This design comes from an exercise in tuning for small area and a short achievable clock period on the open sky130 flow, not from production work.
At most, simulation tests tie the RTL to the original design; equivalence was not proved.
Power is estimated from default activity; no workload was simulated.

==> lagoon: inputs <==
==> flow/design.v <==
module cpu_top_level(clk,rst,r0,r1,r2,r3,r4,r5,r6,r7,
                     imem_addr,imem_data,dmem_addr,dmem_wdata,dmem_we,dmem_rdata);
    input clk,rst;
    output [15:0] r0,r1,r2,r3,r4,r5,r6,r7;
    output [15:0] imem_addr;
    input [15:0] imem_data;
    output [15:0] dmem_addr,dmem_wdata;
    output dmem_we;
    input [15:0] dmem_rdata;
    reg [15:0] pc;                        
    reg [15:0] rf1,rf2,rf3,rf4,rf5,rf6,rf7;
    reg        cflag, zflag;
    reg [15:0] ir_id, pc2_id;
    reg [15:0] ir_rr, pc2_rr;
    reg        cancel_rr;
    reg [3:0]  op_ex;
    reg [2:0]  dest_ex;
    reg [8:0]  imm_ex;
    reg [15:0] pc2_ex, a_ex, b_ex, tgt_ex;
    reg        wr_ex, we_ex, memop_ex, invb_ex, usec_ex, cin1_ex, nand_ex, kill_ex;
    reg [15:0] res_mem, sd_mem;
    reg        carry_mem;
    reg [2:0]  dest_mem;
    reg        wr_mem, fwd_mem, we_mem, lw_mem, cwr_mem, zwr_mem, cc_mem, zc_mem;
    reg [15:0] res_wb;
    reg        carry_wb;
    reg [2:0]  dest_wb;
    reg        wr_wb, fwd_wb, cwr_wb, zwr_wb, cc_wb, zc_wb;
    assign r0 = pc; assign r1 = rf1; assign r2 = rf2; assign r3 = rf3;
    assign r4 = rf4; assign r5 = rf5; assign r6 = rf6; assign r7 = rf7;
    assign imem_addr = pc;
    wire ex_br   = (op_ex == 4'b1000) | (op_ex == 4'b1001) | (op_ex == 4'b1010);
    wire ex_jal  = (op_ex == 4'b1100);
    wire ex_jlr  = (op_ex == 4'b1101);
    wire ex_jri  = (op_ex == 4'b1111);
    wire ex_lli  = (op_ex == 4'b0011);
    wire ex_lw   = (op_ex == 4'b0100);
    wire flush   = ex_br | ex_jal | ex_jlr | ex_jri;
    wire [15:0] ain = memop_ex ? {{10{imm_ex[5]}}, imm_ex[5:0]} : a_ex;
    wire [15:0] bx  = b_ex ^ {16{invb_ex}};
    wire        cin = usec_ex ? carry_mem : cin1_ex;
    wire [16:0] sum = {1'b0, ain} + {1'b0, bx} + {16'b0, cin};
    wire [15:0] alu = nand_ex ? ~(ain & ~b_ex) : sum[15:0];
    wire        carry_ex = ~kill_ex & (nand_ex | (sum[16] ^ invb_ex));
    wire [15:0] res_ex = kill_ex ? 16'd0 : (ex_jal | ex_jlr) ? pc2_ex :
                         ex_lli ? {7'b0, imm_ex} : alu;
    wire [15:0] target = (ex_br | ex_jal) ? tgt_ex :
                         ex_jlr ? b_ex : alu;
    wire [3:0] op_rr = ir_rr[15:12];
    wire [2:0] fn_rr = ir_rr[2:0];
    wire [2:0] ra = ir_rr[11:9];
    wire [2:0] rb = ir_rr[8:6];
    wire rr_nz   = |ir_rr;
    wire rr_add  = (op_rr == 4'b0001);
    wire rr_nand = (op_rr == 4'b0010);
    wire rr_br   = (op_rr == 4'b1000) | (op_rr == 4'b1001) | (op_rr == 4'b1010);
    wire rr_dwr  = ((op_rr == 4'b0000) & rr_nz) | rr_add | (op_rr == 4'b0100) |
                   (op_rr == 4'b0011) | (op_rr == 4'b1100) | (op_rr == 4'b1101) |
                   (rr_nand & (fn_rr[1:0] != 2'b11));
    wire rr_dwe  = (op_rr == 4'b0101);
    wire [2:0] dest_rr = (rr_add | rr_nand) ? ir_rr[5:3] :
                         (op_rr == 4'b0000) ? ir_rr[8:6] : ir_rr[11:9];
    wire ex_fwd  = wr_ex & ~ex_lli;
    wire freeze  = wr_ex & ex_lw & ((dest_ex == ra) | (dest_ex == rb));
    wire [15:0] mem_val = lw_mem ? dmem_rdata : res_mem;
    reg [15:0] rf_a, rf_b;
    always @(*) begin
        case (ra)
            3'd0: rf_a = pc;  3'd1: rf_a = rf1; 3'd2: rf_a = rf2; 3'd3: rf_a = rf3;
            3'd4: rf_a = rf4; 3'd5: rf_a = rf5; 3'd6: rf_a = rf6; default: rf_a = rf7;
        endcase
        case (rb)
            3'd0: rf_b = pc;  3'd1: rf_b = rf1; 3'd2: rf_b = rf2; 3'd3: rf_b = rf3;
            3'd4: rf_b = rf4; 3'd5: rf_b = rf5; 3'd6: rf_b = rf6; default: rf_b = rf7;
        endcase
    end
    wire [15:0] a_old = (fwd_mem & (dest_mem == ra)) ? mem_val :
                        (fwd_wb  & (dest_wb  == ra)) ? res_wb : rf_a;
    wire [15:0] b_old = (fwd_mem & (dest_mem == rb)) ? mem_val :
                        (fwd_wb  & (dest_wb  == rb)) ? res_wb : rf_b;
    wire hit_a = ex_fwd & (dest_ex == ra);
    wire hit_b = ex_fwd & (dest_ex == rb);
    wire [14:0] off_rr = (op_rr == 4'b1100) ? {{6{ir_rr[8]}}, ir_rr[8:0]} : {{9{ir_rr[5]}}, ir_rr[5:0]};
    wire [14:0] tgt_hi = pc2_rr[15:1] + off_rr - 15'd1;
    wire b_imm6 = (op_rr == 4'b0000);
    wire b_imm9 = (op_rr == 4'b1111);
    wire [15:0] a_next = hit_a ? res_ex : a_old;
    wire [15:0] b_next = b_imm6 ? {{10{ir_rr[5]}}, ir_rr[5:0]} :
                         b_imm9 ? {{6{ir_rr[8]}}, ir_rr[8:0], 1'b0} :
                         hit_b ? res_ex : b_old;
    wire wb_wr = wr_wb & (~cc_wb | cflag) & (~zc_wb | zflag);
    wire [15:0] rf_wd = res_wb & {16{~rst}};
    wire [7:0]  rf_we = {8{rst}} | ({8{wb_wr}} & (8'd1 << dest_wb));
    wire [15:0] pc2_if = {pc[15:1] + 15'd1, pc[0]};
    wire clr_ex = rst | freeze;
    always @(posedge clk) begin
        if (rst) pc <= 16'd0;
        else if (!freeze) pc <= flush ? target : pc2_if;
        else if (wb_wr && dest_wb == 3'd0) pc <= res_wb;
        if (rf_we[1]) rf1 <= rf_wd;
        if (rf_we[2]) rf2 <= rf_wd;
        if (rf_we[3]) rf3 <= rf_wd;
        if (rf_we[4]) rf4 <= rf_wd;
        if (rf_we[5]) rf5 <= rf_wd;
        if (rf_we[6]) rf6 <= rf_wd;
        if (rf_we[7]) rf7 <= rf_wd;
        if (cwr_wb) cflag <= carry_wb;
        if (zwr_wb) zflag <= ~|res_wb;
        if (rst) ir_id <= 16'd0;
        else if (!freeze) ir_id <= flush ? 16'd0 : imem_data;
        if (!freeze) pc2_id <= pc2_if;
        if (rst) ir_rr <= 16'd0;
        else if (!freeze) ir_rr <= ir_id;
        if (!freeze) begin
            pc2_rr <= pc2_id;
            cancel_rr <= flush;
        end
        kill_ex <= clr_ex;
        if (clr_ex) begin
            op_ex <= 4'd0; wr_ex <= 1'b0; we_ex <= 1'b0;
        end else begin
            op_ex <= op_rr;
            wr_ex <= rr_dwr & ~cancel_rr & ~flush;
            we_ex <= rr_dwe & ~cancel_rr & ~flush;
        end
        begin
            memop_ex <= (op_rr == 4'b0100) | (op_rr == 4'b0101);
            invb_ex <= (rr_add & fn_rr[2]) | rr_br;
            usec_ex <= rr_add & (fn_rr[1:0] == 2'b11);
            cin1_ex <= rr_br;
            nand_ex <= rr_nand & fn_rr[2] & (fn_rr[1:0] != 2'b11);
            a_ex <= a_next;
            b_ex <= b_next;
        end
        dest_ex <= dest_rr;
        imm_ex <= ir_rr[8:0];
        pc2_ex <= pc2_rr;
        tgt_ex <= {tgt_hi, pc2_rr[0]};
        res_mem <= res_ex;
        sd_mem <= a_ex;
        carry_mem <= carry_ex;
        dest_mem <= dest_ex;
        lw_mem <= ex_lw;
        cwr_mem <= (op_ex == 4'b0000) | (op_ex == 4'b0001);
        zwr_mem <= (op_ex == 4'b0000) | (op_ex == 4'b0001) | (op_ex == 4'b0010) | ex_lw;
        cc_mem <= ((op_ex == 4'b0001) | (op_ex == 4'b0010)) & (imm_ex[1:0] == 2'b10);
        zc_mem <= ((op_ex == 4'b0001) | (op_ex == 4'b0010)) & (imm_ex[1:0] == 2'b01);
        if (rst) begin
            wr_mem <= 1'b0; fwd_mem <= 1'b0; we_mem <= 1'b0;
        end else begin
            wr_mem <= wr_ex; fwd_mem <= ex_fwd; we_mem <= we_ex;
        end
        res_wb <= mem_val;
        carry_wb <= carry_mem;
        dest_wb <= dest_mem;
        cwr_wb <= cwr_mem; zwr_wb <= zwr_mem; cc_wb <= cc_mem; zc_wb <= zc_mem;
        if (rst) begin
            wr_wb <= 1'b0; fwd_wb <= 1'b0;
        end else begin
            wr_wb <= wr_mem; fwd_wb <= fwd_mem;
        end
    end
    assign dmem_addr = res_mem;
    assign dmem_wdata = sd_mem;
    assign dmem_we = we_mem;
endmodule
==> flow/flow/run.sh <==
#!/bin/bash
# Standard ORFS layout, with the smallest buffer cell on the ports and a clock tree
# of fewer, larger leaf clusters.
set -euo pipefail
bash standard.sh "BUFFER_PORTS_ARGS=-buffer_cell sky130_fd_sc_hd__buf_1" \
  "CTS_ARGS=-sink_clustering_enable -repair_clock_nets -buf_list sky130_fd_sc_hd__clkbuf_16 -sink_clustering_size 24 -sink_clustering_max_diameter 100 -dont_use_dummy_load" \
  finish > standard.log 2>&1
==> flow/standard.sh <==
#!/bin/bash
# synth_recipe.tcl (not shown) runs the flow's synth.tcl, then flattens the netlist and writes it again
# the make line also repeats each setting of config.mk as NAME=value (left out here)
make -C /OpenROAD-flow-scripts/flow DESIGN_CONFIG=/design/flow/config.mk WORK_HOME=/design/flow/orfs CLKGATE_MAP_FILE= SYNTH_SCRIPT=/design/flow/synth_recipe.tcl "${@:-finish}"
==> flow/config.mk <==
export PLATFORM = sky130hd
export DESIGN_NAME = cpu_top_level
export DESIGN_NICKNAME = cpu_top_level
export VERILOG_FILES = /design/flow/design.v
export SDC_FILE = /design/flow/constraint.sdc
export NUM_CORES = 4
export LEC_CHECK = 0
export CAP_MARGIN = 20
export CORE_MARGIN = 2
export CORE_UTILIZATION = 55
export PLACE_DENSITY = 0.7
export SETUP_SLACK_MARGIN = 4
export SLEW_MARGIN = 20
==> flow/constraint.sdc <==
create_clock -name core_clock -period 7.0 [get_ports {clk}]
set_input_delay 1.4000 -clock core_clock [delete_from_list [all_inputs] [get_ports {clk}]]
set_output_delay 1.4000 -clock core_clock [all_outputs]
set_load 0.01 [all_outputs]
==> yarrow: changes against lagoon <==
==> flow/design.v, changed modules only <==
module cpu_top_level(clk,rst,r0,r1,r2,r3,r4,r5,r6,r7,
                     imem_addr,imem_data,dmem_addr,dmem_wdata,dmem_we,dmem_rdata);
    input clk,rst;
    output [15:0] r0,r1,r2,r3,r4,r5,r6,r7;
    output [15:0] imem_addr;
    input [15:0] imem_data;
    output [15:0] dmem_addr,dmem_wdata;
    output dmem_we;
    input [15:0] dmem_rdata;
    reg [15:0] pc;                        
    reg [15:0] rf1,rf2,rf3,rf4,rf5,rf6,rf7;
    reg        cflag, zflag;
    reg [15:0] ir_id, pc2_id;
    reg [15:0] ir_rr, pc2_rr;
    reg        cancel_rr;
    reg [3:0]  op_ex;
    reg [2:0]  dest_ex;
    reg [8:0]  imm_ex;
    reg [15:0] pc2_ex, a_ex, b_ex, tgt_ex;
    reg        wr_ex, we_ex, memop_ex, invb_ex, usec_ex, cin1_ex, nand_ex, kill_ex;
    reg        link_ex, sum_ex;           
    reg [15:0] res_mem, sd_mem;
    reg        carry_mem;
    reg [2:0]  dest_mem;
    reg        wr_mem, fwd_mem, we_mem, lw_mem, cwr_mem, zwr_mem, cc_mem, zc_mem;
    reg [15:0] res_wb;
    reg        carry_wb;
    reg [2:0]  dest_wb;
    reg        wr_wb, fwd_wb, cwr_wb, zwr_wb, cc_wb, zc_wb;
    assign r0 = pc; assign r1 = rf1; assign r2 = rf2; assign r3 = rf3;
    assign r4 = rf4; assign r5 = rf5; assign r6 = rf6; assign r7 = rf7;
    assign imem_addr = pc;
    wire ex_br   = (op_ex == 4'b1000) | (op_ex == 4'b1001) | (op_ex == 4'b1010);
    wire ex_jal  = (op_ex == 4'b1100);
    wire ex_jlr  = (op_ex == 4'b1101);
    wire ex_jri  = (op_ex == 4'b1111);
    wire ex_lli  = (op_ex == 4'b0011);
    wire ex_lw   = (op_ex == 4'b0100);
    wire flush   = ex_br | ex_jal | ex_jlr | ex_jri;
    wire [15:0] ain = memop_ex ? {{10{imm_ex[5]}}, imm_ex[5:0]} : a_ex;
    wire [15:0] bx  = b_ex ^ {16{invb_ex}};
    wire        cin = usec_ex ? carry_mem : cin1_ex;
    wire [16:0] sum = {1'b0, ain} + {1'b0, bx} + {16'b0, cin};
    wire [15:0] nres = ~(ain & ~b_ex);
    wire [15:0] alu = nand_ex ? nres : sum[15:0];
    wire        carry_ex = ~kill_ex & (nand_ex | (sum[16] ^ invb_ex));
    wire [15:0] res_other = kill_ex ? 16'd0 : link_ex ? pc2_ex :
                            ex_lli ? {7'b0, imm_ex} : nres;
    wire [15:0] res_ex = sum_ex ? sum[15:0] : res_other;
    wire [3:0] op_rr = ir_rr[15:12];
    wire [2:0] fn_rr = ir_rr[2:0];
    wire [2:0] ra = ir_rr[11:9];
    wire [2:0] rb = ir_rr[8:6];
    wire rr_nz   = |ir_rr;
    wire rr_add  = (op_rr == 4'b0001);
    wire rr_nand = (op_rr == 4'b0010);
    wire rr_br   = (op_rr == 4'b1000) | (op_rr == 4'b1001) | (op_rr == 4'b1010);
    wire rr_dwr  = ((op_rr == 4'b0000) & rr_nz) | rr_add | (op_rr == 4'b0100) |
                   (op_rr == 4'b0011) | (op_rr == 4'b1100) | (op_rr == 4'b1101) |
                   (rr_nand & (fn_rr[1:0] != 2'b11));
    wire rr_dwe  = (op_rr == 4'b0101);
    wire [2:0] dest_rr = (rr_add | rr_nand) ? ir_rr[5:3] :
                         (op_rr == 4'b0000) ? ir_rr[8:6] : ir_rr[11:9];
    wire ex_fwd  = wr_ex & ~ex_lli;
    wire freeze  = wr_ex & ex_lw & ((dest_ex == ra) | (dest_ex == rb));
    wire [15:0] mem_val = lw_mem ? dmem_rdata : res_mem;
    reg [15:0] rf_a, rf_b;
    always @(*) begin
        case (ra)
            3'd0: rf_a = pc;  3'd1: rf_a = rf1; 3'd2: rf_a = rf2; 3'd3: rf_a = rf3;
            3'd4: rf_a = rf4; 3'd5: rf_a = rf5; 3'd6: rf_a = rf6; default: rf_a = rf7;
        endcase
        case (rb)
            3'd0: rf_b = pc;  3'd1: rf_b = rf1; 3'd2: rf_b = rf2; 3'd3: rf_b = rf3;
            3'd4: rf_b = rf4; 3'd5: rf_b = rf5; 3'd6: rf_b = rf6; default: rf_b = rf7;
        endcase
    end
    wire [15:0] a_old = (fwd_mem & (dest_mem == ra)) ? mem_val :
                        (fwd_wb  & (dest_wb  == ra)) ? res_wb : rf_a;
    wire [15:0] b_old = (fwd_mem & (dest_mem == rb)) ? mem_val :
                        (fwd_wb  & (dest_wb  == rb)) ? res_wb : rf_b;
    wire hit_a = ex_fwd & (dest_ex == ra);
    wire hit_b = ex_fwd & (dest_ex == rb);
    wire [14:0] off_rr = (op_rr == 4'b1100) ? {{6{ir_rr[8]}}, ir_rr[8:0]} : {{9{ir_rr[5]}}, ir_rr[5:0]};
    wire [14:0] tgt_hi = pc2_rr[15:1] + off_rr - 15'd1;
    wire b_imm6 = (op_rr == 4'b0000);
    wire b_imm9 = (op_rr == 4'b1111);
    wire take_a = hit_a & sum_ex;
    wire take_b = hit_b & sum_ex & ~b_imm6 & ~b_imm9;
    wire [15:0] a_other = hit_a ? (link_ex ? pc2_ex : nres) : a_old;
    wire [15:0] b_other = b_imm6 ? {{10{ir_rr[5]}}, ir_rr[5:0]} :
                          b_imm9 ? {{6{ir_rr[8]}}, ir_rr[8:0], 1'b0} :
                          hit_b ? (link_ex ? pc2_ex : nres) : b_old;
    wire [15:0] a_next = take_a ? sum[15:0] : a_other;
    wire [15:0] b_next = take_b ? sum[15:0] : b_other;
    wire wb_wr = wr_wb & (~cc_wb | cflag) & (~zc_wb | zflag);
    wire [15:0] rf_wd = res_wb & {16{~rst}};
    wire [7:0]  rf_we = {8{rst}} | ({8{wb_wr}} & (8'd1 << dest_wb));
    wire [15:0] pc2_if = {pc[15:1] + 15'd1, pc[0]};
    wire clr_ex = rst | freeze;
    always @(posedge clk) begin
        if (ex_jri && !rst) pc <= sum[15:0];
        else if (rst) pc <= 16'd0;
        else if (flush) pc <= (ex_br | ex_jal) ? tgt_ex : b_ex;
        else if (!freeze) pc <= pc2_if;
        else if (wb_wr && dest_wb == 3'd0) pc <= res_wb;
        if (rf_we[1]) rf1 <= rf_wd;
        if (rf_we[2]) rf2 <= rf_wd;
        if (rf_we[3]) rf3 <= rf_wd;
        if (rf_we[4]) rf4 <= rf_wd;
        if (rf_we[5]) rf5 <= rf_wd;
        if (rf_we[6]) rf6 <= rf_wd;
        if (rf_we[7]) rf7 <= rf_wd;
        if (cwr_wb) cflag <= carry_wb;
        if (zwr_wb) zflag <= ~|res_wb;
        if (rst) ir_id <= 16'd0;
        else if (!freeze) ir_id <= flush ? 16'd0 : imem_data;
        if (!freeze) pc2_id <= pc2_if;
        if (rst) ir_rr <= 16'd0;
        else if (!freeze) ir_rr <= ir_id;
        if (!freeze) begin
            pc2_rr <= pc2_id;
            cancel_rr <= flush;
        end
        kill_ex <= clr_ex;
        link_ex <= ~clr_ex & ((op_rr == 4'b1100) | (op_rr == 4'b1101));
        sum_ex <= ~clr_ex & (op_rr != 4'b1100) & (op_rr != 4'b1101) & (op_rr != 4'b0011) &
                  ~(rr_nand & fn_rr[2] & (fn_rr[1:0] != 2'b11));
        if (clr_ex) begin
            op_ex <= 4'd0; wr_ex <= 1'b0; we_ex <= 1'b0;
        end else begin
            op_ex <= op_rr;
            wr_ex <= rr_dwr & ~cancel_rr & ~flush;
            we_ex <= rr_dwe & ~cancel_rr & ~flush;
        end
        begin
            memop_ex <= (op_rr == 4'b0100) | (op_rr == 4'b0101);
            invb_ex <= (rr_add & fn_rr[2]) | rr_br;
            usec_ex <= rr_add & (fn_rr[1:0] == 2'b11);
            cin1_ex <= rr_br;
            nand_ex <= rr_nand & fn_rr[2] & (fn_rr[1:0] != 2'b11);
            a_ex <= a_next;
            b_ex <= b_next;
        end
        dest_ex <= dest_rr;
        imm_ex <= ir_rr[8:0];
        pc2_ex <= pc2_rr;
        tgt_ex <= {tgt_hi, pc2_rr[0]};
        res_mem <= res_ex;
        sd_mem <= a_ex;
        carry_mem <= carry_ex;
        dest_mem <= dest_ex;
        lw_mem <= ex_lw;
        cwr_mem <= (op_ex == 4'b0000) | (op_ex == 4'b0001);
        zwr_mem <= (op_ex == 4'b0000) | (op_ex == 4'b0001) | (op_ex == 4'b0010) | ex_lw;
        cc_mem <= ((op_ex == 4'b0001) | (op_ex == 4'b0010)) & (imm_ex[1:0] == 2'b10);
        zc_mem <= ((op_ex == 4'b0001) | (op_ex == 4'b0010)) & (imm_ex[1:0] == 2'b01);
        if (rst) begin
            wr_mem <= 1'b0; fwd_mem <= 1'b0; we_mem <= 1'b0;
        end else begin
            wr_mem <= wr_ex; fwd_mem <= ex_fwd; we_mem <= we_ex;
        end
        res_wb <= mem_val;
        carry_wb <= carry_mem;
        dest_wb <= dest_mem;
        cwr_wb <= cwr_mem; zwr_wb <= zwr_mem; cc_wb <= cc_mem; zc_wb <= zc_mem;
        if (rst) begin
            wr_wb <= 1'b0; fwd_wb <= 1'b0;
        end else begin
            wr_wb <= wr_mem; fwd_wb <= fwd_mem;
        end
    end
    assign dmem_addr = res_mem;
    assign dmem_wdata = sd_mem;
    assign dmem_we = we_mem;
endmodule
Settings changed: CORE_UTILIZATION 55 to 40, PLACE_DENSITY 0.7 to 0.6, SETUP_SLACK_MARGIN 4 to 3.9.
==> sierra: changes against lagoon <==
--- a/flow/design.v
+++ b/flow/design.v
@@ -16,7 +16,7 @@
     reg [3:0]  op_ex;
     reg [2:0]  dest_ex;
     reg [8:0]  imm_ex;
-    reg [15:0] pc2_ex, a_ex, b_ex, tgt_ex;
+    reg [15:0] pc2_ex, a_ex, b_ex;
     reg        wr_ex, we_ex, memop_ex, invb_ex, usec_ex, cin1_ex, nand_ex, kill_ex;
     reg [15:0] res_mem, sd_mem;
     reg        carry_mem;
@@ -44,7 +44,9 @@
     wire        carry_ex = ~kill_ex & (nand_ex | (sum[16] ^ invb_ex));
     wire [15:0] res_ex = kill_ex ? 16'd0 : (ex_jal | ex_jlr) ? pc2_ex :
                          ex_lli ? {7'b0, imm_ex} : alu;
-    wire [15:0] target = (ex_br | ex_jal) ? tgt_ex :
+    wire [14:0] off = ex_jal ? {{6{imm_ex[8]}}, imm_ex} : {{9{imm_ex[5]}}, imm_ex[5:0]};
+    wire [14:0] tgt_hi = pc2_ex[15:1] + off - 15'd1;
+    wire [15:0] target = (ex_br | ex_jal) ? {tgt_hi, pc2_ex[0]} :
                          ex_jlr ? b_ex : alu;
     wire [3:0] op_rr = ir_rr[15:12];
     wire [2:0] fn_rr = ir_rr[2:0];
@@ -80,8 +82,6 @@
                         (fwd_wb  & (dest_wb  == rb)) ? res_wb : rf_b;
     wire hit_a = ex_fwd & (dest_ex == ra);
     wire hit_b = ex_fwd & (dest_ex == rb);
-    wire [14:0] off_rr = (op_rr == 4'b1100) ? {{6{ir_rr[8]}}, ir_rr[8:0]} : {{9{ir_rr[5]}}, ir_rr[5:0]};
-    wire [14:0] tgt_hi = pc2_rr[15:1] + off_rr - 15'd1;
     wire b_imm6 = (op_rr == 4'b0000);
     wire b_imm9 = (op_rr == 4'b1111);
     wire [15:0] a_next = hit_a ? res_ex : a_old;
@@ -135,7 +135,6 @@
         dest_ex <= dest_rr;
         imm_ex <= ir_rr[8:0];
         pc2_ex <= pc2_rr;
-        tgt_ex <= {tgt_hi, pc2_rr[0]};
         res_mem <= res_ex;
         sd_mem <= a_ex;
         carry_mem <= carry_ex;
==> flow/flow/run.sh (replaced) <==
#!/bin/bash
# Standard ORFS layout, with the smallest buffer cell on the ports.
set -euo pipefail
bash standard.sh "BUFFER_PORTS_ARGS=-buffer_cell sky130_fd_sc_hd__buf_1" finish > standard.log 2>&1
Settings changed: CORE_UTILIZATION 55 to 40, PLACE_DENSITY 0.7 to 0.6, SETUP_SLACK_MARGIN 4 to 4.3.
==> tundra: changes against lagoon <==
--- a/flow/flow/run.sh
+++ b/flow/flow/run.sh
@@ -4,4 +4,4 @@
 set -euo pipefail
 bash standard.sh "BUFFER_PORTS_ARGS=-buffer_cell sky130_fd_sc_hd__buf_1" \
   "CTS_ARGS=-sink_clustering_enable -repair_clock_nets -buf_list sky130_fd_sc_hd__clkbuf_16 -sink_clustering_size 24 -sink_clustering_max_diameter 100 -dont_use_dummy_load" \
-  finish > standard.log 2>&1
+  "MATCH_CELL_FOOTPRINT=0" finish > standard.log 2>&1
Settings changed: CORE_UTILIZATION 55 to 40, PLACE_DENSITY 0.7 to 0.6.
==> comparison table <==
metric	tundra	lagoon	sierra	yarrow
Part of the total power dissipated in sequential elements	52.5%	53.0%	38.3%	50.0%
Area of the die	44200 um2	32400 um2	44700 um2	45100 um2
Adder-cell share of the synthesized area	3.51%	3.51%	3.54%	3.50%
Share of the synthesized area in the top cell type	25.9%	25.9%	25.6%	28.2%
Result of the run	no timing/DRC/antenna violations	no timing/DRC/antenna violations	no timing/DRC/antenna violations	no timing/DRC/antenna violations
Total nets after synthesis	1771	1771	1803	1803
Post-layout util	45.7%	61.7%	51.2%	45.3%
Relative contribution of the clock network to total power	21.5%	20.9%	30.4%	19.7%
Met1 layer usage reported by global route	39.6%	48.5%	40.6%	39.2%
Clock insertion delay at the later pin of the skew report	0.55 ns	0.54 ns	0.58 ns	0.57 ns
Critical Path Fanout Max	4	4	3	7
Detailed route wirelength on metal2	27.9 mm	26.3 mm	29.9 mm	27.3 mm
Number of global-route vias before repair	13577	13645	14742	13387
Only the layout flow was run in sierra; the RTL was not checked for function there.

[static timing again, ports no longer ideal]
No port has a modelled driver above. Below, the same layouts with a new extraction and two added sets of constraints. Step 1 assumes that a clkbuf_16 drives the clock port and a buf_2 every other input. Step 2 adds t to the input delays and takes it off the output delays; t is the mean of the earliest and latest rising clock arrival at the registers after step 1. Input paths then give back, and output paths get back, about the clock's delay inside the block. Three values: ideal, step 1, step 2; two values: the first two.
run | t, ns | setup WS [ns] | worst setup path at the end | cell pins on the clock port's net
lagoon | 0.575 | 3.962 / 3.949 / 3.936 | input to register | 1
yarrow | 0.590 | 3.972 / 3.925 / 3.427 | input to register | 1
sierra | 0.614 | 3.899 / 3.899 / 3.819 | input to register | 1
tundra | 0.592 | 3.957 / 3.957 / 3.507 | input to register | 1
After both steps every run listed still meets setup and hold. The setup slack of yarrow, which loses most, moves by -0.047 ns with the drivers and by -0.545 ns with both steps.
